Source: an optimization exercise on an open RTL-to-GDS flow (aim: small area and a short achievable clock period). Production flows keep margins and buffers that such runs may drop. In this exercise RTL edits were held to simulation tests only and were not proved equivalent to the original.

## flow/design.v (module list and top-level ports; edited modules follow where they fit)
// module ntt_butterfly: 1925 lines
module ntt_butterfly
#(
    parameter REG_SIZE = 23
)
(
    input  wire                 clk,
    input  wire                 reset_n,
    input  wire                 zeroize,
    input  wire [2:0]           mode,
    input  wire                 accumulate,
    input  wire                 mlkem,
    input  wire  [REG_SIZE-1:0] opu_i,
    input  wire  [REG_SIZE-1:0] opv_i,
    input  wire  [REG_SIZE-1:0] opw_i,
    output logic [REG_SIZE-1:0] u_o,
    output logic [REG_SIZE-1:0] v_o,
    output logic [REG_SIZE-1:0] pwm_res_o,
    output logic [REG_SIZE-1:0] pairwm_mul_red_o
);
  // ...
==> flow/flow/run.sh <==
#!/bin/bash
# Standard layout; the port buffers use the smallest buffer cell (the resizer
# still upsizes any that timing or slew needs).
set -euo pipefail
bash standard.sh SETUP_SLACK_MARGIN=5.5 "BUFFER_PORTS_ARGS=-buffer_cell sky130_fd_sc_hd__buf_1" finish > standard.log 2>&1
==> flow/standard.sh <==
#!/bin/bash
# synth_recipe.tcl (not shown) runs the flow's synth.tcl, then flattens the netlist and writes it again
# the make line also repeats each setting of config.mk as NAME=value (left out here)
make -C /OpenROAD-flow-scripts/flow DESIGN_CONFIG=/design/flow/config.mk WORK_HOME=/design/flow/orfs CLKGATE_MAP_FILE= SYNTH_SCRIPT=/design/flow/synth_recipe.tcl "${@:-finish}"
==> flow/config.mk <==
export PLATFORM = sky130hd
export DESIGN_NAME = ntt_butterfly
export DESIGN_NICKNAME = ntt_butterfly
export VERILOG_FILES = /design/flow/design.v
export SDC_FILE = /design/flow/constraint.sdc
export NUM_CORES = 4
export LEC_CHECK = 0
export ABC_AREA = 1
export CAP_MARGIN = 20
export CORE_MARGIN = 2
export CORE_UTILIZATION = 40
export CTS_BUF_LIST = sky130_fd_sc_hd__clkbuf_4 sky130_fd_sc_hd__clkbuf_8
export SETUP_SLACK_MARGIN = 5
export SLEW_MARGIN = 20
==> flow/constraint.sdc <==
create_clock -name core_clock -period 13.0 [get_ports {clk}]
set_input_delay 2.6000 -clock core_clock [delete_from_list [all_inputs] [get_ports {clk}]]
set_output_delay 2.6000 -clock core_clock [all_outputs]
set_load 0.01 [all_outputs]
==> impl_metrics.ini, run 1 <==
[run_status]
status = no timing/DRC/antenna violations

[floorplan]
io_pins = 169
start_util_pct = 40.4
core_mm2 = 0.0950

[layout]
multi_input_area_mm2 = 0.0303
fin_nets = 6459
multi_input_cells = 3922
fill_cells = 9624
seq-cell-share_pct = 11.2
n_all_buffers = 424
utilization_pct = 48.2
seq_cells = 204

[setup_path]
critPathCapture = t_c[14]
cp-end-kind = flip-flop
start_kind = flip-flop
crit_family = adder cells
crit_arrival_ns = 8.07

[global_routing]
grt.busiest_layer = met2
grt_overflow = 0
grt_max_degree = 71

[logic_synthesis]
syn_inst = 5487
ys.warnings.count = 2
synth_flop_cell = dfrtp_1

[sta]
fin_ws_ns = 5.44
period_minus_slack_ns = 7.56
fin_skew_ns = 0.0633

[cts]
cts_max_path_buffers = 3
root_buffer = clkbuf_8
cts_hold_buf = 0
cts_setup_buffers = 117

[routing]
viasPerCell = 5.73
via_count = 40351
drt-pass1-iter-count = 7
top_layer = met5
wire_per_inst_um = 24.7

[place]
place_hpwl_mm = 129
dpl_cell_area_mm2 = 0.0402
placed_cells = 6753

[worst_hold_path]
hp-start = c_r[17]
==> run 2, diff against run 1 <==
--- a/flow/design.v
+++ b/flow/design.v
@@ -42,27 +42,27 @@
     wire [22:0]  ax = share ? c_d : opu_i;
     wire [22:0]  ay = share ? red : opv_i;
     wire [24:0] s_a = {2'b0, ax} + {2'b0, ay};                  
     wire [24:0] s_m = {2'b0, ax} + {2'b0, ay} + qn;             
     wire [24:0] d_a = {2'b0, ax} + {2'b11, ~ay} + 25'd1;        
     wire [24:0] d_p = {2'b0, ax} + {2'b11, ~ay} + 25'd1 + q1;   
     wire [22:0] addm = s_m[24] ? s_a[22:0] : s_m[22:0];        
     wire [22:0] subm = d_a[24] ? d_p[22:0] : d_a[22:0];        
-    wire [22:0] a_n = m_ct ? opv_i : m_gs ? subm : opu_i;
-    wire [22:0] b_n = (m_ct | m_gs) ? opw_i : opv_i;
+    wire [22:0] a_n = m_gs ? subm : opv_i;
+    wire [22:0] b_n = (m_ct | m_gs) ? opw_i : opu_i;
     logic [22:0] c_n;
     always_comb begin
         case (mode_r)
             CT:      c_n = opu_i;
             GS:      c_n = addm;
             PWM:     c_n = opw_i;
             PWA:     c_n = addm;
             PWS:     c_n = subm;
-            default: c_n = '0;
+            default: c_n = addm;           
         endcase
     end
     wire [24:0] bx = {1'b0, b_n, 1'b0};
     logic [11:0] bone_n, btwo_n, bneg_n;
     always_comb begin
         for (int j = 0; j < 12; j++) begin
             bone_n[j] = bx[2*j+1] ^ bx[2*j];
             btwo_n[j] = (bx[2*j+2] & ~bx[2*j+1] & ~bx[2*j]) | (~bx[2*j+2] & bx[2*j+1] & bx[2*j]);
==> flow/config.mk (replaced) <==
export PLATFORM = sky130hd
export DESIGN_NAME = ntt_butterfly
export DESIGN_NICKNAME = ntt_butterfly
export VERILOG_FILES = /design/flow/design.v
export SDC_FILE = /design/flow/constraint.sdc
export NUM_CORES = 4
export LEC_CHECK = 0
export ABC_AREA = 1
export CAP_MARGIN = 20
export CORE_MARGIN = 2
export CORE_UTILIZATION = 40
export SETUP_SLACK_MARGIN = 5
export SLEW_MARGIN = 20
==> impl_metrics.ini, run 2 <==
[routing]
drcViolationCount = 0
drt_iter0_drc = 4204
drt-pass1-iter-count = 7
wire_per_inst_um = 22.8
drtAntennaViolNets = 0
wirelength_mm = 157
viasPerCell = 5.60
via_count = 38640

[floorplan]
core_mm2 = 0.0936
fp.dieArea_mm2 = 0.0972
start_util_pct = 40.5
rows = 112
io_pins = 169
fp.dieW_um = 312
die_height_um = 312

[logic_synthesis]
syn_inst = 5385
synth_flop_cell = dfrtp_1
syn_avg_cell_area_um2 = 7.03
ys.warnings.count = 2
synth.distinct_cells = 64
synth-seq-cells = 204
synth_area_leader_cell = fa_1
syn_area_mm2 = 0.0379
synth-edff-count = 0
yosysMostFrequentCell = inv_1
syn_nets = 6096
synth_top_area_share_pct = 17.9
synth_commonest_cells = 1070 x inv_1, 920 x nand2_1, 421 x nor2_1, 359 x xor2_1, 338 x fa_1
yosysSeqAreaShare_pct = 13.5
synthTopCellsByArea = fa_1 18%, dfrtp_1 13%, inv_1 11%
async_flop_share_pct = 100

[job]
drv_cap = 0

[layout]
area.growth.synth_to_final_pct = 19.6
top_regs = t_c (25), t_s (25)
fin_nets = 6341
fin_area_mm2 = 0.0453
layout-drive-gt1-share_pct = 15.8
final_cell_mix = 1008 x inv_1, 878 x nand2_1, 394 x nor2_1
layout_commonest_cell = inv_1

[global_routing]
grt_antenna_before_repair = 3
grt_pass1_wl_mm = 228
grt_overflow = 0
grt_max_degree = 72
grt_pass1_vias = 36728
grt_use_total_pct = 30.8

[setup_path]
crit_arrival_ns = 7.87
slowest_delay_ns = 0.59
cp_max_fo = 6
crit_path_start = bone_r[2]
required_ns = 13.44
worst_r2r_endpoint = t_c[8]
r2r_cells = 34
cp-end-kind = flip-flop
ff2ff_setup_slack_ns = 5.57
criticalPathCategory = flip-flop to flip-flop
reg2reg_from = bone_r[2]
crit_slowest_cell = fa_2
start_kind = flip-flop
crit_top_cell = fa_1
critPathCapture = t_c[8]

[sta]
rsz0062_at_grt = true
fmax_mhz = 135
relSlewSlack_pct = 35.7
finalHoldViolations = 0
setup_viol = 0
fin_skew_ns = 0.0195
min_period_over_period_pct = 57.2
fin_tns_setup_ns = 0
period_minus_slack_ns = 7.43
tightest_slew_ns = 0.965
maxSlewViolCount = 0

[run_status]
status = no timing/DRC/antenna violations

[cts]
cts_inserted_buffers = 27
cts_max_path_buffers = 3
clk_latency_ns = 0.59
path_clk_slew_ns = 0.06
root_buffer = clkbuf_16
cts_sinks = 204
cts_tree = yes
cts.htree.levels = 1

[worst_hold_path]
hp-class = flip-flop to flip-flop

[place]
io_buffers = 168
place_hpwl_mm = 120
place.gp.congestion = 1.04
dpl_cell_area_mm2 = 0.0397
[run 2: changes by cell type after synthesis, sizes merged, moves of 8 or more]
cell    before   now
o22ai      288   267
nand3      243   257
nor3        52    43
o21ai      264   287
a21oi      304   291
nor2       445   437
o221ai      40    20
a221oi       5    26
inv       1138  1097
nand2      985   952
[run 2: area by class of cell]
cell class              count  area, µm²
well taps                1254       1570
multi-input cells        3860      29800
repair buffers            426       3490
fillers                  9436      48300
inverters                1099       4280
flip-flops and latches    204       5150
diodes                      1       2.50
clock inverters            18        219
clock buffers              31        701
repair inverters           12       85.1
[run 2: worst min-delay path by stage]
stage          slack [ns]  cells past startpoint    start  endpoint
2_1_floorplan        0.45                      2   c_r[0]    c_d[0]
5_1_grt              0.50                      2  c_r[21]   c_d[21]
4_1_cts              0.47                      2  c_r[15]   c_d[15]
3_5_place_dp         0.46                      2  c_r[15]   c_d[15]
6_report             0.47                      2  c_r[18]   c_d[18]
3_3_place_gp         0.45                      2  c_r[11]   c_d[11]
[run 2: metal layers]
metal | vias up | part of all wire (%) | track usage, %
li1 | 17564 | - | -
met1 | 18571 | 40 | 40.9
met2 | 2067 | 44 | 48.1
met3 | 432 | 10 | 6.24
met4 | 6 | 5.8 | 14.1
met5 | - | 0.043 | 0.593
[run 2: what timing repair did]
| item | in CTS | in global routing |
|---|---|---|
| gates cloned | 22 | 8 |
| pin swaps | 79 | 131 |
| resized for setup | 345 | 340 |
| setup endpoints to repair | 167 | 119 |
| buffers inserted | 87 | 94 |
| hold buffers | 0 | 0 |
[run 2: cells by family (layout without fill, tap and decap cells)]
logic type	after synthesis	in the layout	synth area share, %
fa+ha+maj	637	637	27.7
other cells	0	1	0
xor+xnor	408	408	9.61
simple gates	1797	1803	20.1
flops	204	204	13.5
compound gates	1010	1010	15.6
buf+inv	1327	1586	13.4
mux	2	2	0.0595
[run 2: through the flow]
step	util (%)	worst slack [ns]	std cells	hold slack, ns
after global routing	48.4	5.35	6904	0.502
after CTS	46.0	5.47	6801	0.472
after detailed placement	42.4	3.91	6643	0.461
after floorplan	-	5.49	5385	0.445
after global placement	42.4	4.03	6643	0.453
final	48.4	5.57	6905	0.472
[run 2: critical path, delay by kind of cell (launching register included)]
| family | cells | cell delay [ns] |
|---|---|---|
| adder cells (fa/ha/maj) | 9 | 4.08 |
| AO/OA/AOI/OAI | 8 | 1.08 |
| buffers and inverters | 9 | 0.92 |
| AND/OR/NAND/NOR | 6 | 0.44 |
| flip-flops | 1 | 0.39 |
| XOR/XNOR | 2 | 0.39 |
==> run 3, diff against run 2 <==
==> flow/flow/run.sh (replaced) <==
#!/bin/bash
# Standard layout; the port buffers use the smallest buffer cell (the resizer
# still upsizes any that timing or slew needs).
set -euo pipefail
bash standard.sh "BUFFER_PORTS_ARGS=-buffer_cell sky130_fd_sc_hd__buf_1" finish > standard.log 2>&1
==> impl_metrics.ini, run 3 <==
[routing]
drcViolationCount = 0
via_count = 38325
viasPerCell = 5.61
drt_iter0_drc = 4169
wirelength_mm = 159
drt-pass1-iter-count = 7
drtAntennaViolNets = 0
wire_per_inst_um = 23.2

[setup_path]
cp_max_fo = 4
crit_family = adder cells
crit_slowest_cell = fa_1
cp_num_buf_inv = 8
slowest_delay_ns = 0.60
cp-end-kind = flip-flop
required_ns = 13.46
crit_arrival_ns = 8.30
crit_top_cell = fa_1
criticalPathCategory = flip-flop to flip-flop
start_kind = flip-flop

[cts]
cts_hold_buf = 0
root_buffer = clkbuf_16
path_clk_slew_ns = 0.06
cts_inserted_buffers = 27
cts_tree = yes
cts.htree.levels = 1
cts_sinks = 204
cts_max_path_buffers = 3
clk_latency_ns = 0.60

[global_routing]
grt_overflow = 0
grt_antenna_before_repair = 6
grt_use_total_pct = 30.9
grt_max_degree = 70
grt_pass1_vias = 36302
grt_pass1_wl_mm = 229

[logic_synthesis]
syn_area_mm2 = 0.0379
synth-seq-cells = 204
syn_avg_cell_area_um2 = 7.03
async_flop_share_pct = 100
synth_flop_cell = dfrtp_1
synth-edff-count = 0
yosysMostFrequentCell = inv_1
synth_top_area_share_pct = 17.9
synth.distinct_cells = 64
ys.warnings.count = 2
syn_inst = 5385
synth_commonest_cells = 1070 x inv_1, 920 x nand2_1, 421 x nor2_1, 359 x xor2_1, 338 x fa_1
yosysSeqAreaShare_pct = 13.5
synthTopCellsByArea = fa_1 18%, dfrtp_1 13%, inv_1 11%
synth_area_leader_cell = fa_1
syn_nets = 6096

[floorplan]
die_height_um = 312
fp.dieArea_mm2 = 0.0972
io_pins = 169
fp.dieW_um = 312
rows = 112
start_util_pct = 40.5
core_mm2 = 0.0936

[layout]
fin_cells = 6834
top_regs = t_c (25), t_s (25)
fin_area_mm2 = 0.0430
area.growth.synth_to_final_pct = 13.6
multi_input_area_mm2 = 0.0285
final_cell_mix = 1030 x inv_1, 908 x nand2_1, 404 x nor2_1
fin_nets = 6269
seqCellArea_mm2 = 0.00515
layout_commonest_cell = inv_1
fill_cells = 9823
layout-drive-gt1-share_pct = 10.5

[place]
io_buffers = 168
placed_cells = 6639
place_hpwl_mm = 122
dpl_cell_area_mm2 = 0.0396
place.gp.congestion = 0.998

[sta]
fin_skew_ns = 0.0225
period_minus_slack_ns = 7.84
maxSlewViolCount = 0
finalHoldViolations = 0
min_period_over_period_pct = 60.3
fmax_mhz = 128
rsz0062_at_grt = true
fin_hold_ws_ns = 0.474
fin_tns_setup_ns = 0
setup_viol = 0
tightest_slew_ns = 1.17
relSlewSlack_pct = 21.8

[worst_hold_path]
hp-class = flip-flop to flip-flop

[run_status]
status = no timing/DRC/antenna violations

[job]
drv_cap = 0
## run 3: cell counts after synthesis
No cell type changed its count.
## run 3: stage by stage
| stage | setup slack [ns] | util [%] |
|---|---|---|
| floorplan | 5.03 | - |
| global placement | 3.73 | 42.3 |
| detailed placement | 3.62 | 42.3 |
| CTS | 5.01 | 44.4 |
| global route | 4.95 | 46.0 |
| finish | 5.16 | 46.0 |
## run 3: logic make-up after synthesis
| family | synth area share (%) |
|---|---|
| flip-flops | 13.5 |
| XOR/XNOR | 9.61 |
| buffers and inverters | 13.4 |
| AND/OR/NAND/NOR | 20.1 |
| AO/OA/AOI/OAI | 15.6 |
| multiplexers | 0.0595 |
| adder cells (fa/ha/maj) | 27.7 |
## run 3: final cells by class
type	instances	area share, %
antenna	1	0.00581
clock inverter	14	0.422
inverter	1099	9.90
tap	1254	3.65
sequential	204	12.0
timing repair buffer	356	5.94
clock buffer	36	1.79
multi-input combinational	3857	66.1
timing repair inverter	13	0.204
## run 3: worst paths after layout
check                      cells past startpoint  slack (ns)        end  startpoint
setup / recovery                              35        5.16    t_c[14]     a_r[22]
hold / removal                                 2        0.47    c_d[16]     c_r[16]
setup reg to reg                              35        5.16    t_c[14]     a_r[22]
hold reg to reg                                2        0.47    c_d[16]     c_r[16]
max in group asynchronous                      3        8.95    mlkem_r     reset_n
min in group asynchronous                      1        1.91  bneg_r[3]     reset_n
## run 3: per-layer routing
metal / track usage, % / share of wire (%) / up-vias
met4: 13.6 / 5.4 / 8
met2: 48.3 / 44 / 2054
met3: 6.00 / 10 / 426
met5: 0 / 0.038 / -
met1: 41.5 / 40 / 18377
li1: - / - / 17460
## run 3: what timing repair did
item | 4_1_cts | 5_1_grt
setup buffers | 56 | 60
setup endpoints to repair | 119 | 117
gates cloned | 13 | 14
pin swaps | 6 | 44
resized for setup | 126 | 191
## run 3: tightest hold or removal path, delay by kind of cell (launching register included)
| family | cells | cell delay [ns] |
|---|---|---|
| buffers and inverters | 1 | 0.05 |
| flip-flops | 1 | 0.32 |
| AND/OR/NAND/NOR | 1 | 0.07 |
==> run 4, diff against run 3 <==
==> flow/flow/run.sh (replaced) <==
#!/bin/bash
# Standard synthesis, then a netlist pass that re-balances the inverters around
# the full-adder cells (flow/fixfa.py, logic unchanged), then the standard
# layout with port buffers of the smallest buffer cell and a larger setup
# slack margin for repair_timing. Each tool's output goes to its own log here.
set -euo pipefail
R=orfs/results/sky130hd/ntt_butterfly/base
ARGS=(SETUP_SLACK_MARGIN=5.5 "BUFFER_PORTS_ARGS=-buffer_cell sky130_fd_sc_hd__buf_1")
bash standard.sh "${ARGS[@]}" synth > synth.log 2>&1
cp "$R/1_2_yosys.v" "$R/1_2_yosys.std.v"
python3 flow/fixfa.py "$R/1_2_yosys.std.v" "$R/1_2_yosys.v" > fixfa.log 2>&1
rm -f "$R/1_synth.odb" "$R/1_synth.sdc"
bash standard.sh "${ARGS[@]}" finish > standard.log 2>&1
==> flow/flow/fixfa.py (new file) <==
#!/usr/bin/env python3
"""Re-balance inverters around full-adder cells in a Yosys structural netlist.

A full adder is self-dual: FA(~a, ~b, ~c) = (~sum, ~cout). Yosys' adder
extraction picks the polarity of each extracted full adder arbitrarily, which
leaves inverters between chained full adders. This script chooses, per full
adder, whether it works on complemented signals so that as few inverters as
possible are needed, then rewires the netlist (sharing one inverter per net
that is needed in complemented form). The logic function is unchanged.

usage: fixfa.py IN.v OUT.v
"""
import re, sys, collections

OUTPINS = {"X", "Y", "Q", "Q_N", "SUM", "COUT", "HI", "LO"}
INV = "sky130_fd_sc_hd__inv_1"

src = open(sys.argv[1]).read()
inst_re = re.compile(r"^(\s*)(sky130_fd_sc_hd__\w+)\s+(\S+)\s*\((.*?)\);\n", re.S | re.M)
pin_re = re.compile(r"\.(\w+)\(\s*([^()]*?)\s*\)")

cells = []  # dict(type, name, pins: list of [pin, net])
pieces = []  # text pieces: str or cell index
pos = 0
for m in inst_re.finditer(src):
    pieces.append(src[pos:m.start()])
    pins = [[p, n] for p, n in pin_re.findall(m.group(4))]
    cells.append({"type": m.group(2), "name": m.group(3), "pins": pins, "indent": m.group(1)})
    pieces.append(len(cells) - 1)
    pos = m.end()
pieces.append(src[pos:])

# ports
ports = set()
for m in re.finditer(r"^\s*(input|output)\s+(\[\d+:\d+\]\s+)?(\S+)\s*;", src, re.M):
    ports.add(m.group(3))
def is_port(net):
    base = re.sub(r"\[\d+\]$", "", net)
    return base in ports or net in ports

driver = {}
loads = collections.defaultdict(list)
for ci, c in enumerate(cells):
    for k, (p, n) in enumerate(c["pins"]):
        if p in OUTPINS:
            driver[n] = (ci, k)
        else:
            loads[n].append((ci, k))

def is_inv(ci): return cells[ci]["type"] == INV
def is_fa(ci): return cells[ci]["type"].startswith("sky130_fd_sc_hd__fa_")

# inverters that can be absorbed: input net not driven by an inverter, output not a port
absorb = {}
for ci, c in enumerate(cells):
    if not is_inv(ci): continue
    a = [n for p, n in c["pins"] if p == "A"][0]
    y = [n for p, n in c["pins"] if p == "Y"][0]
    if is_port(y): continue
    if a in driver and is_inv(driver[a][0]): continue
    if y in driver and False: pass
    absorb[ci] = (a, y)

# connections: (root, parity, load pin) for every load pin of absorbed-inverter outputs and of roots
inv_out = {y: (ci, a) for ci, (a, y) in absorb.items()}
conns = collections.defaultdict(list)  # root -> list of (parity, ci, k)
for n, ls in loads.items():
    if n in inv_out:
        ci_inv, r = inv_out[n]
        for (ci, k) in ls: conns[r].append((1, ci, k))
    else:
        for (ci, k) in ls:
            if ci in absorb: continue  # the absorbed inverter itself
            conns[n].append((0, ci, k))

fas = [ci for ci in range(len(cells)) if is_fa(ci)]
flip = {ci: 0 for ci in fas}

def drv_flip(r):
    d = driver.get(r)
    return flip.get(d[0], 0) if d else 0

def need_inv(r):
    fr = drv_flip(r)
    for p, ci, k in conns[r]:
        if p ^ fr ^ (flip.get(ci, 0) if is_fa(ci) else 0):
            return 1
    return 0

# roots touched by each FA
fa_roots = collections.defaultdict(set)
for r, lst in conns.items():
    d = driver.get(r)
    if d and is_fa(d[0]): fa_roots[d[0]].add(r)
    for p, ci, k in lst:
        if is_fa(ci): fa_roots[ci].add(r)

before = sum(need_inv(r) for r in conns)
for it in range(20):
    changed = 0
    for ci in fas:
        rs = fa_roots[ci]
        cur = sum(need_inv(r) for r in rs)
        flip[ci] ^= 1
        new = sum(need_inv(r) for r in rs)
        if new < cur: changed += 1
        else: flip[ci] ^= 1
    if not changed: break
after = sum(need_inv(r) for r in conns)
print(f"fixfa: {len(fas)} full adders, {sum(flip.values())} flipped, "
      f"{len(absorb)} absorbable inverters, complemented nets {before} -> {after}", file=sys.stderr)

# rebuild: keep one inverter per root that needs it (reuse an absorbed one when available)
inv_for_root = {}
for ci, (a, y) in absorb.items():
    inv_for_root.setdefault(a, ci)
used_inv = set()
new_cells = []
newnet = 0
for r, lst in conns.items():
    fr = drv_flip(r)
    neg = None
    for p, ci, k in lst:
        want_neg = p ^ fr ^ (flip.get(ci, 0) if is_fa(ci) else 0)
        if want_neg:
            if neg is None:
                if r in inv_for_root:
                    ii = inv_for_root[r]; used_inv.add(ii)
                    neg = absorb[ii][1]
                else:
                    neg = f"_fixfa_n{newnet}_"; newnet += 1
                    new_cells.append((r, neg))
            cells[ci]["pins"][k][1] = neg
        else:
            cells[ci]["pins"][k][1] = r
drop = set(absorb) - used_inv

def esc(n):
    return n + " " if n.startswith("\\") else n

out = []
for pc in pieces:
    if isinstance(pc, str):
        out.append(pc); continue
    if pc in drop: continue
    c = cells[pc]
    ind = c["indent"]
    pl = (",\n").join(f"{ind}  .{p}({esc(n)})" for p, n in c["pins"])
    out.append(f"{ind}{c['type']} {c['name']} (\n{pl}\n{ind});\n")
text = "".join(out)
# declare new nets and cells before endmodule
decl = "".join(f"  wire {n};\n" for r, n in new_cells)
insts = "".join(f"  {INV} _fixfa_i{i}_ (\n    .A({esc(r)}),\n    .Y({n})\n  );\n" for i, (r, n) in enumerate(new_cells))
k = text.rindex("endmodule")
text = text[:k] + decl + insts + text[k:]
open(sys.argv[2], "w").write(text)
print(f"fixfa: inverters removed {len(drop)}, added {len(new_cells)}", file=sys.stderr)
==> impl_metrics.ini, run 4 <==
[sta]
period_minus_slack_ns = 7.67
rsz0062_at_grt = true
relSlewSlack_pct = 27.3
finalHoldViolations = 0
fmax_mhz = 130
tightest_slew_ns = 1.09
maxSlewViolCount = 0
setup_viol = 0
fin_skew_ns = 0.0364
min_period_over_period_pct = 59.0
fin_hold_ws_ns = 0.468
fin_tns_setup_ns = 0

[floorplan]
fp.dieW_um = 309
core_mm2 = 0.0918
io_pins = 169
start_util_pct = 40.5
rows = 111
die_height_um = 309
fp.dieArea_mm2 = 0.0953

[setup_path]
crit_family = adder cells
ff2ff_setup_slack_ns = 5.33
crit_path_start = a_r[17]
start_kind = flip-flop
crit_slowest_cell = fa_1
reg2reg_from = a_r[17]
crit_cells = 30
cp-end-kind = flip-flop
criticalPathCategory = flip-flop to flip-flop
critPathCapture = t_c[10]
r2r_cells = 30
cp_max_fo = 24
cp_num_buf_inv = 10
crit_arrival_ns = 8.07
worst_r2r_endpoint = t_c[10]
required_ns = 13.40
slowest_delay_ns = 0.59

[global_routing]
grt_max_degree = 73
grt_pass1_vias = 36330
grt_antenna_before_repair = 6
grt_pass1_wl_mm = 237
grt_use_total_pct = 33.5
grt_overflow = 0

[run_status]
status = no timing/DRC/antenna violations

[cts]
cts_max_path_buffers = 3
cts.htree.levels = 1
cts_tree = yes
path_clk_slew_ns = 0.06
root_buffer = clkbuf_16
cts_inserted_buffers = 25
cts_hold_buf = 0
cts_sinks = 204
clk_latency_ns = 0.59

[routing]
drt_iter0_drc = 4379
via_count = 38435
wirelength_mm = 165
drcViolationCount = 0
wire_per_inst_um = 24.7
viasPerCell = 5.74
drt-pass1-iter-count = 8
drtAntennaViolNets = 0

[layout]
fin_nets = 6143
area.growth.synth_to_final_pct = 19.9
final_cell_mix = 871 x nand2_1, 827 x inv_1, 393 x nor2_1
top_regs = t_c (25), t_s (25)
fin_area_mm2 = 0.0445
fill_cells = 9256
seqCellArea_mm2 = 0.00515
layout_commonest_cell = nand2_1
layout-drive-gt1-share_pct = 16.7
multi_input_area_mm2 = 0.0301

[logic_synthesis]
syn_inst = 5187
syn_nets = 5898
ys.warnings.count = 2
syn_avg_cell_area_um2 = 7.16
syn_area_mm2 = 0.0371

[worst_hold_path]
hp-start = c_r[9]
hp-class = flip-flop to flip-flop

[place]
place.gp.congestion = 1.04
place_hpwl_mm = 125
io_buffers = 168
dpl_cell_area_mm2 = 0.0389

[job]
drv_cap = 0
## run 4: worst reg2reg max path, delay by kind of cell, from the launching register on
kind            cells  cell delay, ns
fa+ha+maj           9            4.15
compound gates      5            0.78
xor+xnor            2            0.70
flops               1            0.36
simple gates        4            0.35
buf+inv            10            1.17
## run 4: final cells by class
cell class	count	share of cell area (%)
repair buffers	424	7.12
repair inverters	17	0.270
clock inverters	14	0.427
well taps	1243	3.49
clock buffers	32	1.58
flip-flops and latches	204	11.6
multi-input cells	3859	67.6
inverters	901	7.98
diodes	3	0.0169
## run 4: stage by stage
step / setup WS (ns) / util, % / instances
3_5_place_dp: 3.36 / 42.3 / 6430
6_report: 5.33 / 48.5 / 6697
5_1_grt: 5.07 / 48.5 / 6694
2_1_floorplan: 5.47 / - / 5187
3_3_place_gp: 3.38 / 42.3 / 6430
4_1_cts: 5.29 / 45.7 / 6579
## run 4: what timing repair did
item,4_1_cts,5_1_grt
cloned,24,3
buffers inserted,79,112
endpoints found under the setup margin,188,151
pin swaps,82,124
gates resized for setup,333,336
## run 4: how the worst min path moves through the flow
| stage | endpoint | depth (start not counted) |
|---|---|---|
| CTS | c_d[9] | 2 |
| global placement | c_d[8] | 2 |
| floorplan | c_d[0] | 2 |
| global route | c_d[0] | 2 |
| finish | c_d[9] | 2 |
| detailed placement | c_d[0] | 2 |
## run 4: routing by layer
metal	global-route usage [%]	wire length, µm	up-vias
li1	-	-	17165
met4	14.4	9230	8
met5	0	57	-
met1	45.6	67100	18606
met3	7.79	17800	491
met2	50.7	71200	2165
==> run 5, diff against run 4 <==
--- a/flow/flow/run.sh
+++ b/flow/flow/run.sh
@@ -5,7 +5,7 @@
 # slack margin for repair_timing. Each tool's output goes to its own log here.
 set -euo pipefail
 R=orfs/results/sky130hd/ntt_butterfly/base
-ARGS=(SETUP_SLACK_MARGIN=5.5 "BUFFER_PORTS_ARGS=-buffer_cell sky130_fd_sc_hd__buf_1")
+ARGS=("BUFFER_PORTS_ARGS=-buffer_cell sky130_fd_sc_hd__buf_1")
 bash standard.sh "${ARGS[@]}" synth > synth.log 2>&1
 cp "$R/1_2_yosys.v" "$R/1_2_yosys.std.v"
 python3 flow/fixfa.py "$R/1_2_yosys.std.v" "$R/1_2_yosys.v" > fixfa.log 2>&1
==> impl_metrics.ini, run 5 <==
[run_status]
status = no timing/DRC/antenna violations

[cts]
cts.htree.levels = 1
path_clk_slew_ns = 0.06
root_buffer = clkbuf_16
clk_latency_ns = 0.61
cts_sinks = 204
cts_hold_buf = 0
cts_max_path_buffers = 3
cts_inserted_buffers = 25
cts_tree = yes

[logic_synthesis]
syn_nets = 5898
ys.warnings.count = 2
syn_avg_cell_area_um2 = 7.16
syn_area_mm2 = 0.0371
syn_inst = 5187

[floorplan]
fp.dieArea_mm2 = 0.0953
fp.dieW_um = 309
die_height_um = 309
io_pins = 169
rows = 111
start_util_pct = 40.5
core_mm2 = 0.0918

[global_routing]
grt_pass1_wl_mm = 236
grt_pass1_vias = 36253
grt_max_degree = 82
grt_antenna_before_repair = 2
grt_overflow = 0
grt_use_total_pct = 33.3

[sta]
relSlewSlack_pct = 28.7
min_period_over_period_pct = 60.3
rsz0062_at_grt = true
maxSlewViolCount = 0
period_minus_slack_ns = 7.84
fin_hold_ws_ns = 0.467
fin_tns_setup_ns = 0
finalHoldViolations = 0
tightest_slew_ns = 1.07
fmax_mhz = 128
fin_skew_ns = 0.0563
setup_viol = 0

[job]
drv_cap = 0

[routing]
wire_per_inst_um = 24.7
viasPerCell = 5.76
drtAntennaViolNets = 0
drt-pass1-iter-count = 7
wirelength_mm = 165
via_count = 38311
drt_iter0_drc = 4408
drcViolationCount = 0

[setup_path]
cp-end-kind = flip-flop
start_kind = flip-flop
crit_arrival_ns = 8.25
slowest_delay_ns = 0.61
required_ns = 13.41
crit_slowest_cell = fa_1
criticalPathCategory = flip-flop to flip-flop
crit_top_cell = fa_1
cp_max_fo = 10

[layout]
top_regs = t_c (25), t_s (25)
fill_cells = 9376
layout_commonest_cell = nand2_1
fin_nets = 6098
multi_input_area_mm2 = 0.0290
seqCellArea_mm2 = 0.00516
layout-drive-gt1-share_pct = 13.3
area.growth.synth_to_final_pct = 15.4
final_cell_mix = 894 x nand2_1, 830 x inv_1, 400 x nor2_1

[worst_hold_path]
hp-class = flip-flop to flip-flop

[place]
io_buffers = 168
place_hpwl_mm = 125
place.gp.congestion = 1.04
## run 5: timing repair
item                       in CTS  in global routing
pin swaps                      13                 88
hold endpoints to repair        0                  0
buffers inserted               95                 61
setup endpoints to repair     180                137
gates resized for setup       194                249
gates cloned                   23                  4
## run 5: final timing paths
kind | start | endpoint | slack [ns] | cells past startpoint
min in group asynchronous | reset_n | bone_r[4] | 2.08 | 1
worst min register to register | c_r[9] | c_d[9] | 0.47 | 2
worst min-delay path | c_r[9] | c_d[9] | 0.47 | 2
worst max register to register | bone_r[5] | t_c[10] | 5.16 | 28
worst max-delay path | bone_r[5] | t_c[10] | 5.16 | 28
max in group asynchronous | reset_n | c_d[5] | 9.05 | 3
## run 5: per-stage QoR
stage / util [%] / setup slack (ns) / area (µm²) / std cells
floorplan: - / 5.12 / 37100 / 5187
CTS: 44.9 / 5.00 / 41200 / 6584
global placement: 42.2 / 3.08 / 38800 / 6419
finish: 46.7 / 5.16 / 42900 / 6650
detailed placement: 42.3 / 3.02 / 38800 / 6420
global route: 46.7 / 4.93 / 42900 / 6649
## run 5: worst max-delay path, delay by kind of cell (launching register included)
kind	cells	cell delay, ns
and+or+nand+nor	5	0.43
DFF	1	0.42
adders and majority gates	9	4.39
xor gates and xnor gates	2	0.41
buffers and inverters	6	0.81
AOI/OAI and AO/OA	6	1.17
## run 5: cell type report
cell class	count	area share (%)
Antenna cell	1	0.00584
Clock buffer	33	1.65
Clock inverter	13	0.365
Inverter	901	8.27
Multi-Input combinational cell	3857	67.7
Sequential cell	204	12.0
Tap cell	1243	3.63
Timing Repair Buffer	377	5.99
Timing Repair inverter	21	0.350
## run 5: per-layer routing
| metal | track usage [%] | part of all wire, % |
|---|---|---|
| met4 | 14.0 | 5.5 |
| met3 | 6.89 | 10 |
| met2 | 51.1 | 43 |
| met1 | 45.4 | 41 |
| met5 | 0 | 0 |
==> run 6, diff against run 5 <==
--- a/flow/config.mk
+++ b/flow/config.mk
@@ -11,3 +11,4 @@
 export CORE_UTILIZATION = 40
 export SETUP_SLACK_MARGIN = 5
 export SLEW_MARGIN = 20
+export TNS_END_PERCENT = 10
==> impl_metrics.ini, run 6 <==
[run_status]
status = no timing/DRC/antenna violations

[routing]
wirelength_mm = 165
drcViolationCount = 0
drtAntennaViolNets = 0
via_count = 38228
drt-pass1-iter-count = 7
viasPerCell = 5.74
drt_iter0_drc = 4786
wire_per_inst_um = 24.8

[layout]
final_cell_mix = 893 x nand2_1, 830 x inv_1, 403 x nor2_1
fill_cells = 9362
layout-drive-gt1-share_pct = 13.5
top_regs = t_c (25), t_s (25)
layout_commonest_cell = nand2_1
area.growth.synth_to_final_pct = 15.6
fin_nets = 6103

[floorplan]
core_mm2 = 0.0918
start_util_pct = 40.5
die_height_um = 309
fp.dieArea_mm2 = 0.0953
io_pins = 169
rows = 111
fp.dieW_um = 309

[logic_synthesis]
ys.warnings.count = 2
syn_area_mm2 = 0.0371
syn_avg_cell_area_um2 = 7.16
syn_nets = 5898
syn_inst = 5187

[global_routing]
grt_pass1_wl_mm = 235
grt_pass1_vias = 36276
grt_antenna_before_repair = 1
grt_overflow = 0
grt_max_degree = 82
grt_use_total_pct = 33.2

[sta]
finalHoldViolations = 0
rsz0062_at_grt = true
min_period_over_period_pct = 60.4
fin_skew_ns = 0.0569
setup_viol = 0
tightest_slew_ns = 1.07
maxSlewViolCount = 0
relSlewSlack_pct = 28.7
period_minus_slack_ns = 7.85
fin_ws_ns = 5.15
fmax_mhz = 127
fin_tns_setup_ns = 0

[place]
io_buffers = 168
place_ws_ns = 3.02
place.gp.congestion = 1.04
place_hpwl_mm = 125

[setup_path]
r2r_cells = 28
cp_max_fo = 10
criticalPathCategory = flip-flop to flip-flop
cp-end-kind = flip-flop
cp_num_buf_inv = 6
crit_family = adder cells
crit_slowest_cell = fa_1
ff2ff_setup_slack_ns = 5.15
required_ns = 13.41
slowest_delay_ns = 0.61
crit_top_cell = fa_1
start_kind = flip-flop
worst_r2r_endpoint = t_c[10]
crit_arrival_ns = 8.25
reg2reg_from = bone_r[5]

[cts]
cts_sinks = 204
clk_latency_ns = 0.61
cts_max_path_buffers = 3
cts.htree.levels = 1
root_buffer = clkbuf_16
path_clk_slew_ns = 0.06
cts_tree = yes
cts_hold_buf = 0
cts_inserted_buffers = 25

[worst_hold_path]
hp-class = flip-flop to flip-flop
hp-start = c_r[9]
hold_path_depth = 2
hold_path_end = c_d[9]

[job]
drv_cap = 0
[run 6: changes by cell type in the layout (fill, tap and decap cells not counted), moves of 3 or more]
cell     change
buf_4        +6
a21oi_1      -5
a21oi_2      +5
ha_4         +3
inv_4        +3
nor2_1       +3
xor2_2       -3
[run 6: tightest hold or removal path, stage by stage (launching register included)]
cell and delay, ns:
dfrtp_1 0.32, inv_1 0.04, nor2_1 0.07
[run 6: per-stage QoR]
step | std cells | hold WS (ns) | util [%] | cell area, µm²
after global routing | 6654 | 0.484 | 46.8 | 42900
after CTS | 6578 | 0.471 | 44.8 | 41100
after global placement | 6419 | 0.457 | 42.2 | 38800
final | 6656 | 0.467 | 46.8 | 42900
after floorplan | 5187 | 0.445 | - | 37100
after detailed placement | 6420 | 0.461 | 42.3 | 38800
[run 6: layer usage]
layer	global-route usage [%]	vias up	routed length, µm
li1	-	17095	-
met1	45.4	18405	67400
met2	50.9	2206	70700
met3	6.82	522	17200
met4	14.3	0	9410
met5	0	-	0
[run 6: worst max-delay path by stage]
stage	from	end	slack, ns	cells after the start
after floorplan	bneg_r[8]	t_c[12]	5.12	34
after global placement	bneg_r[3]	t_c[12]	3.08	34
after detailed placement	bneg_r[3]	t_c[10]	3.02	32
after CTS	bone_r[0]	t_c[14]	4.96	36
after global routing	mlkem_r	vo_r[21]	4.90	44
final	bone_r[5]	t_c[10]	5.15	28
[run 6: timing repair]
action	CTS	global route
setup endpoints to repair	180	138
pin swaps	10	89
gates resized for setup	177	271
gates cloned	23	5
buffers inserted	89	71
[run 6: layout make-up]
type                       instances  area, µm²  area share [%]
multi-input combinational       3857      29100            67.7
sequential                       204       5160            12.0
inverter                         901       3540            8.25
timing repair buffer             382       2610            6.07
tap                             1243       1560            3.62
clock buffer                      33        706            1.64
clock inverter                    13        156           0.364
timing repair inverter            21        150           0.350
antenna                            2       5.00          0.0117
==> run 7, diff against run 6 <==
--- a/flow/config.mk
+++ b/flow/config.mk
@@ -11,4 +11,4 @@
 export CORE_UTILIZATION = 40
 export SETUP_SLACK_MARGIN = 5
 export SLEW_MARGIN = 20
-export TNS_END_PERCENT = 10
+export TNS_END_PERCENT = 40
==> impl_metrics.ini, run 7 <==
[logic_synthesis]
ys.warnings.count = 2
syn_nets = 5898
syn_inst = 5187
syn_avg_cell_area_um2 = 7.16
syn_area_mm2 = 0.0371

[global_routing]
grt_pass1_wl_mm = 236
grt_overflow = 0
grt_use_total_pct = 33.3
grt_pass1_vias = 36262
grt_antenna_before_repair = 1
grt_max_degree = 82

[setup_path]
cp-end-kind = flip-flop
start_kind = flip-flop
crit_top_cell = fa_1
crit_arrival_ns = 8.35
crit_slowest_cell = fa_2
required_ns = 13.41
criticalPathCategory = flip-flop to flip-flop
cp_max_fo = 11
slowest_delay_ns = 0.56

[routing]
drcViolationCount = 0
drt-pass1-iter-count = 7
wire_per_inst_um = 24.7
wirelength_mm = 164
drt_iter0_drc = 4444
viasPerCell = 5.74
via_count = 38046
drtAntennaViolNets = 0

[floorplan]
fp.dieW_um = 309
core_mm2 = 0.0918
io_pins = 169
start_util_pct = 40.5
die_height_um = 309
fp.dieArea_mm2 = 0.0953
rows = 111

[layout]
seqCellArea_mm2 = 0.00516
fill_cells = 9435
area.growth.synth_to_final_pct = 14.1
fin_cells = 6630
layout-drive-gt1-share_pct = 12.1
fin_nets = 6078
layout_commonest_cell = nand2_1
top_regs = t_c (25), t_s (25)
final_cell_mix = 897 x nand2_1, 834 x inv_1, 403 x nor2_1
fin_area_mm2 = 0.0424
multi_input_area_mm2 = 0.0288

[place]
place_ws_ns = 3.02
place_hpwl_mm = 125
place.gp.congestion = 1.04
dpl_cell_area_mm2 = 0.0388
io_buffers = 168
placed_cells = 6420

[sta]
tightest_slew_ns = 1.08
fin_ws_ns = 5.06
setup_viol = 0
fmax_mhz = 126
fin_tns_setup_ns = 0
period_minus_slack_ns = 7.94
min_period_over_period_pct = 61.1
maxSlewViolCount = 0
relSlewSlack_pct = 27.4
fin_skew_ns = 0.0608
finalHoldViolations = 0
rsz0062_at_grt = true

[run_status]
status = no timing/DRC/antenna violations

[cts]
root_buffer = clkbuf_16
cts_max_path_buffers = 3
path_clk_slew_ns = 0.06
clk_latency_ns = 0.62
cts.htree.levels = 1
cts_sinks = 204
cts_tree = yes
cts_inserted_buffers = 25

[job]
drv_cap = 0

[worst_hold_path]
hp-class = flip-flop to flip-flop
run 7: layer usage:
layer	track usage, %	part of all wire (%)
met5	0	0
met4	13.9	5.4
met3	6.95	10
met2	51.1	43
met1	45.3	41
run 7: path summary, 6_finish.rpt:
| path | startpoint | end | slack, ns | cells past startpoint |
|---|---|---|---|---|
| max in group asynchronous | reset_n | c_d[5] | 9.03 | 3 |
| min reg2reg | c_r[9] | c_d[9] | 0.46 | 2 |
| max | btwo_r[5] | t_c[10] | 5.06 | 28 |
| max reg2reg | btwo_r[5] | t_c[10] | 5.06 | 28 |
| min in group asynchronous | reset_n | bone_r[4] | 2.07 | 1 |
| min | c_r[9] | c_d[9] | 0.46 | 2 |
run 7: timing repair:
item / 4_1_cts / 5_1_grt
pin swaps: 12 / 51
gates cloned: 23 / 3
setup buffers: 94 / 43
endpoints found under the setup margin: 180 / 137
hold buffers: 0 / 0
resized for setup: 192 / 180
run 7: area by class of cell:
class | instances | area share [%]
Antenna cell | 1 | 0.00591
Clock buffer | 33 | 1.67
Clock inverter | 13 | 0.369
Inverter | 901 | 8.35
Multi-Input combinational cell | 3857 | 67.9
Sequential cell | 204 | 12.2
Tap cell | 1243 | 3.67
Timing Repair Buffer | 357 | 5.51
Timing Repair inverter | 21 | 0.354
run 7: stage by stage:
| stage | hold slack (ns) | util, % |
|---|---|---|
| 6_report | 0.465 | 46.2 |
| 5_1_grt | 0.484 | 46.2 |
| 4_1_cts | 0.471 | 44.9 |
| 3_5_place_dp | 0.461 | 42.3 |
| 3_3_place_gp | 0.457 | 42.2 |
| 2_1_floorplan | 0.445 | - |
run 7: worst max-delay path: cells and delay by family (launching register included):
family                     cells  cell delay, ns
AOI/OAI and AO/OA              6            1.28
xor gates and xnor gates       2            0.41
adders and majority gates      9            4.34
buffers and inverters          6            0.88
DFF                            1            0.40
and+or+nand+nor                5            0.43
==> run 8, diff against run 7 <==
--- a/flow/config.mk
+++ b/flow/config.mk
@@ -5,10 +5,8 @@
 export SDC_FILE = /design/flow/constraint.sdc
 export NUM_CORES = 4
 export LEC_CHECK = 0
-export ABC_AREA = 1
 export CAP_MARGIN = 20
 export CORE_MARGIN = 2
 export CORE_UTILIZATION = 40
 export SETUP_SLACK_MARGIN = 5
 export SLEW_MARGIN = 20
-export TNS_END_PERCENT = 40
==> impl_metrics.ini, run 8 <==
[global_routing]
grt_max_degree = 156
grt_pass1_vias = 33608
grt_use_total_pct = 29.9
grt_overflow = 0
grt_pass1_wl_mm = 214
grt_antenna_before_repair = 3

[layout]
utilization_pct = 48.3
final_cell_mix = 373 x inv_1, 342 x xnor2_1, 328 x nor2_1
layout_commonest_cell = inv_1
area.growth.synth_to_final_pct = 19.9
top_regs = t_c (25), t_s (25)
diodes = 0
fin_nets = 5211
layout-drive-gt1-share_pct = 18.1

[setup_path]
required_ns = 13.49
criticalPathCategory = flip-flop to flip-flop
reg2reg_from = bone_r[5]
crit_arrival_ns = 8.72
crit_slowest_cell = dfrtp_4
slowest_delay_ns = 0.56
crit_top_cell = fa_2
ff2ff_setup_slack_ns = 4.76
r2r_cells = 30
cp-end-kind = flip-flop
cp_max_fo = 6
worst_r2r_endpoint = t_c[14]
start_kind = flip-flop
crit_path_start = bone_r[5]

[sta]
fin_tns_setup_ns = 0
maxSlewViolCount = 0
rsz0062_at_grt = true
min_period_over_period_pct = 63.4
fin_skew_ns = 0.0401
relSlewSlack_pct = 24.7
finalHoldViolations = 0
fmax_mhz = 121
setup_viol = 0
period_minus_slack_ns = 8.24
tightest_slew_ns = 1.10
fin_hold_ws_ns = 0.496

[run_status]
status = no timing/DRC/antenna violations

[cts]
cts_max_path_buffers = 3
path_clk_slew_ns = 0.06
clk_latency_ns = 0.62
cts_sinks = 204
root_buffer = clkbuf_16
cts_inserted_buffers = 28
cts.htree.levels = 1
cts_tree = yes

[floorplan]
start_util_pct = 40.3
rows = 110
fp.dieArea_mm2 = 0.0928
fp.dieW_um = 305
core_mm2 = 0.0897
die_height_um = 305
io_pins = 169

[routing]
wirelength_mm = 146
drtAntennaViolNets = 0
drt-pass1-iter-count = 8
drt_iter0_drc = 3479
drcViolationCount = 0
wire_per_inst_um = 25.6
viasPerCell = 6.06
via_count = 34505

[job]
drv_cap = 0

[place]
io_buffers = 168
place.gp.congestion = 1.02
place_hpwl_mm = 105

[logic_synthesis]
syn_avg_cell_area_um2 = 8.38
syn_nets = 5024
syn_inst = 4313
syn_area_mm2 = 0.0361
ys.warnings.count = 2

[worst_hold_path]
hp-start = c_r[13]
hp-class = flip-flop to flip-flop
hold_path_depth = 1
hold_path_end = c_d[13]
[run 8: worst max path at each step]
stage	cells past startpoint	slack [ns]	to
after floorplan	38	5.00	c_r[21]
after global placement	32	2.72	t_c[14]
after detailed placement	30	2.75	t_c[22]
after CTS	30	4.84	t_c[14]
after global routing	30	4.49	t_c[14]
final	30	4.76	t_c[14]
[run 8: area by class of cell]
cell class / instances / area, µm²
clock buffers: 36 / 781
clock inverters: 13 / 228
flip-flops and latches: 204 / 5200
repair inverters: 2 / 17.5
repair buffers: 426 / 3190
inverters: 403 / 1650
fillers: 8572 / 46400
multi-input cells: 3435 / 30800
well taps: 1176 / 1470
[run 8: layer usage]
metal | wire length [µm] | global-route usage (%) | vias up
li1 | - | - | 15159
met1 | 57400 | 38.4 | 17113
met2 | 66900 | 48.6 | 1770
met3 | 12200 | 5.20 | 459
met4 | 9230 | 15.1 | 4
met5 | 30 | 0 | -
[run 8: metrics by stage]
step | area (µm²) | setup slack, ns | std cells
after global routing | 43300 | 4.49 | 5695
final | 43300 | 4.76 | 5695
after CTS | 41500 | 4.84 | 5628
after global placement | 38200 | 2.72 | 5462
after floorplan | 36600 | 5.00 | 4313
after detailed placement | 38200 | 2.75 | 5462
[run 8: repair_timing]
action | 4_1_cts | 5_1_grt
setup endpoints to repair | 178 | 125
pin swaps | 100 | 141
resized for setup | 308 | 270
hold buffers | 0 | 0
setup buffers | 111 | 63
gates cloned | 6 | 4
[run 8: critical path: cells and delay by family, from the launching register on]
| kind | cells | cell delay [ns] |
|---|---|---|
| buffers and inverters | 2 | 0.20 |
| muxes | 1 | 0.24 |
| and+or+nand+nor | 5 | 0.68 |
| DFF | 1 | 0.56 |
| xor gates and xnor gates | 1 | 0.15 |
| AOI/OAI and AO/OA | 11 | 2.04 |
| adders and majority gates | 10 | 4.26 |
==> run 9, diff against run 8 <==
--- a/flow/flow/run.sh
+++ b/flow/flow/run.sh
@@ -5,7 +5,7 @@
 # slack margin for repair_timing. Each tool's output goes to its own log here.
 set -euo pipefail
 R=orfs/results/sky130hd/ntt_butterfly/base
-ARGS=("BUFFER_PORTS_ARGS=-buffer_cell sky130_fd_sc_hd__buf_1")
+ARGS=(SETUP_SLACK_MARGIN=5.5 "BUFFER_PORTS_ARGS=-buffer_cell sky130_fd_sc_hd__buf_1")
 bash standard.sh "${ARGS[@]}" synth > synth.log 2>&1
 cp "$R/1_2_yosys.v" "$R/1_2_yosys.std.v"
 python3 flow/fixfa.py "$R/1_2_yosys.std.v" "$R/1_2_yosys.v" > fixfa.log 2>&1
==> impl_metrics.ini, run 9 <==
[run_status]
status = no timing/DRC/antenna violations

[place]
placed_cells = 5467
io_buffers = 168
place.gp.congestion = 0.971
place_hpwl_mm = 105
dpl_cell_area_mm2 = 0.0385

[cts]
path_clk_slew_ns = 0.07
cts_hold_buf = 0
cts_tree = yes
cts_max_path_buffers = 3
cts_sinks = 204
root_buffer = clkbuf_16
cts.htree.levels = 1
cts_inserted_buffers = 28
clk_latency_ns = 0.61

[floorplan]
fp.dieW_um = 305
rows = 110
core_mm2 = 0.0897
die_height_um = 305
start_util_pct = 40.3
fp.dieArea_mm2 = 0.0928
io_pins = 169

[setup_path]
cp_num_buf_inv = 11
crit_family = compound AO/OA/AOI/OAI gates
criticalPathCategory = flip-flop to flip-flop
slowest_delay_ns = 0.61
crit_cells = 42
cp-end-kind = flip-flop
cp_max_fo = 8
r2r_cells = 42
start_kind = flip-flop
crit_arrival_ns = 8.80
crit_slowest_cell = fa_2
required_ns = 13.53

[sta]
tightest_slew_ns = 1.33
fin_tns_setup_ns = 0
fin_skew_ns = 0.0454
period_minus_slack_ns = 8.27
min_period_over_period_pct = 63.6
rsz0062_at_grt = true
maxSlewViolCount = 0
relSlewSlack_pct = 11.6
finalHoldViolations = 0
setup_viol = 0
fmax_mhz = 121

[layout]
fin_nets = 5308
top_regs = t_c (25), t_s (25)
final_cell_mix = 370 x inv_1, 332 x xnor2_1, 303 x nand2_1
fin_area_mm2 = 0.0453
layout-drive-gt1-share_pct = 23.0
area.growth.synth_to_final_pct = 25.4
layout_commonest_cell = inv_1
diodes = 0
fin_cells = 5794

[routing]
drcViolationCount = 0
drtAntennaViolNets = 0
drt-pass1-iter-count = 6
wire_per_inst_um = 25.3
wirelength_mm = 146
viasPerCell = 6.03
drt_iter0_drc = 3673
via_count = 34934

[global_routing]
grt_antenna_before_repair = 0
grt_pass1_wl_mm = 214
grt_pass1_vias = 34124
grt_overflow = 0
grt_use_total_pct = 30.0
grt_max_degree = 163

[logic_synthesis]
syn_nets = 5024
syn_inst = 4313
ys.warnings.count = 2
syn_area_mm2 = 0.0361
syn_avg_cell_area_um2 = 8.38

[worst_hold_path]
hp-class = flip-flop to flip-flop
hold_path_depth = 1

[job]
drv_cap = 0
==> run 9: worst register-to-register path, delay by kind of cell (launching register included) <==
kind            cells  cell delay, ns
fa+ha+maj           5            1.74
flops               1            0.42
simple gates        8            1.10
xor+xnor            3            0.42
buf+inv            11            1.43
compound gates     15            3.06
==> run 9: cell type report <==
type | count | area (µm²)
clock inverters | 11 | 150
fillers | 8361 | 44400
flip-flops and latches | 204 | 5170
multi-input cells | 3435 | 31900
clock buffers | 40 | 797
repair buffers | 523 | 4240
well taps | 1176 | 1470
inverters | 403 | 1630
repair inverters | 2 | 16.3
==> run 9: routing by layer <==
metal / vias to the layer above / share of wire [%] / GRT usage (%)
met5: - / 0 / 0.724
met4: 0 / 7.0 / 17.0
met3: 444 / 7.9 / 4.41
met2: 1750 / 45 / 47.7
met1: 17361 / 40 / 39.0
li1: 15379 / - / -
==> run 9: worst paths after layout <==
| kind | startpoint | end | slack, ns |
|---|---|---|---|
| max | mlkem_r | c_r[13] | 4.73 |
| max in group asynchronous | reset_n | bneg_r[1] | 8.69 |
| min | c_r[12] | c_d[12] | 0.50 |
| max reg2reg | mlkem_r | c_r[13] | 4.73 |
| min in group asynchronous | reset_n | vo_r[21] | 2.11 |
| min reg2reg | c_r[12] | c_d[12] | 0.50 |
==> run 9: stage by stage <==
step                      utilization (%)  worst slack (ns)  hold slack (ns)
after floorplan                         -              5.06            0.464
after global placement               42.9              3.03            0.495
after detailed placement             42.9              3.02            0.482
after CTS                            47.8              4.61            0.504
after global routing                 50.5              4.47            0.544
final                                50.5              4.73            0.502
==> run 9: repair_timing <==
item                       CTS  global route
buffers inserted           163           101
pin swaps                  152           202
setup endpoints to repair  188           173
resized for setup          442           377
cloned                      10             2

[what the ideal ports hide]
How much do the figures lean on ideal ports? The routed layouts below were timed once more, with nothing changed but the port constraints. Step 1 (the two cells are an assumption about what drives the block):
set clk [get_ports {clk}]
set_driving_cell -lib_cell sky130_fd_sc_hd__clkbuf_16 $clk
set_driving_cell -lib_cell sky130_fd_sc_hd__buf_2 [delete_from_list [all_inputs] $clk]
Step 2 times the ports against the registers' clock, not the clock port: input delays grow and output delays shrink by t, the midpoint of the rising clock arrivals with the driver on. Slacks: ideal / step 1 / step 2; pairs: ideal / step 1.
| run | t (ns) | setup WS [ns] | worst setup path after step 2 | worst register clock-pin slew, ns | worst data-port slew with drivers (ns) |
|---|---|---|---|---|---|
| run 1 | 0.722 | 5.440 / 5.440 / 5.440 | register to register | 0.08 / 0.08 | 0.04 |
| run 2 | 0.653 | 5.569 / 5.569 / 5.569 | register to register | 0.07 / 0.07 | 0.05 |
| run 3 | 0.652 | 5.158 / 5.158 / 5.158 | register to register | 0.07 / 0.07 | 0.05 |
| run 4 | 0.641 | 5.330 / 5.330 / 5.330 | register to register | 0.08 / 0.08 | 0.05 |
| run 5 | 0.657 | 5.161 / 5.161 / 5.161 | register to register | 0.07 / 0.07 | 0.05 |
| run 6 | 0.657 | 5.154 / 5.154 / 5.154 | register to register | 0.07 / 0.07 | 0.04 |
| run 7 | 0.658 | 5.058 / 4.991 / 5.058 | register to register | 0.07 / 0.07 | 0.04 |
| run 8 | 0.662 | 4.763 / 4.763 / 4.763 | register to register | 0.08 / 0.08 | 0.08 |
| run 9 | 0.646 | 4.733 / 4.733 / 4.733 | register to register | 0.07 / 0.07 | 0.09 |
After both steps every run listed still meets setup and hold.
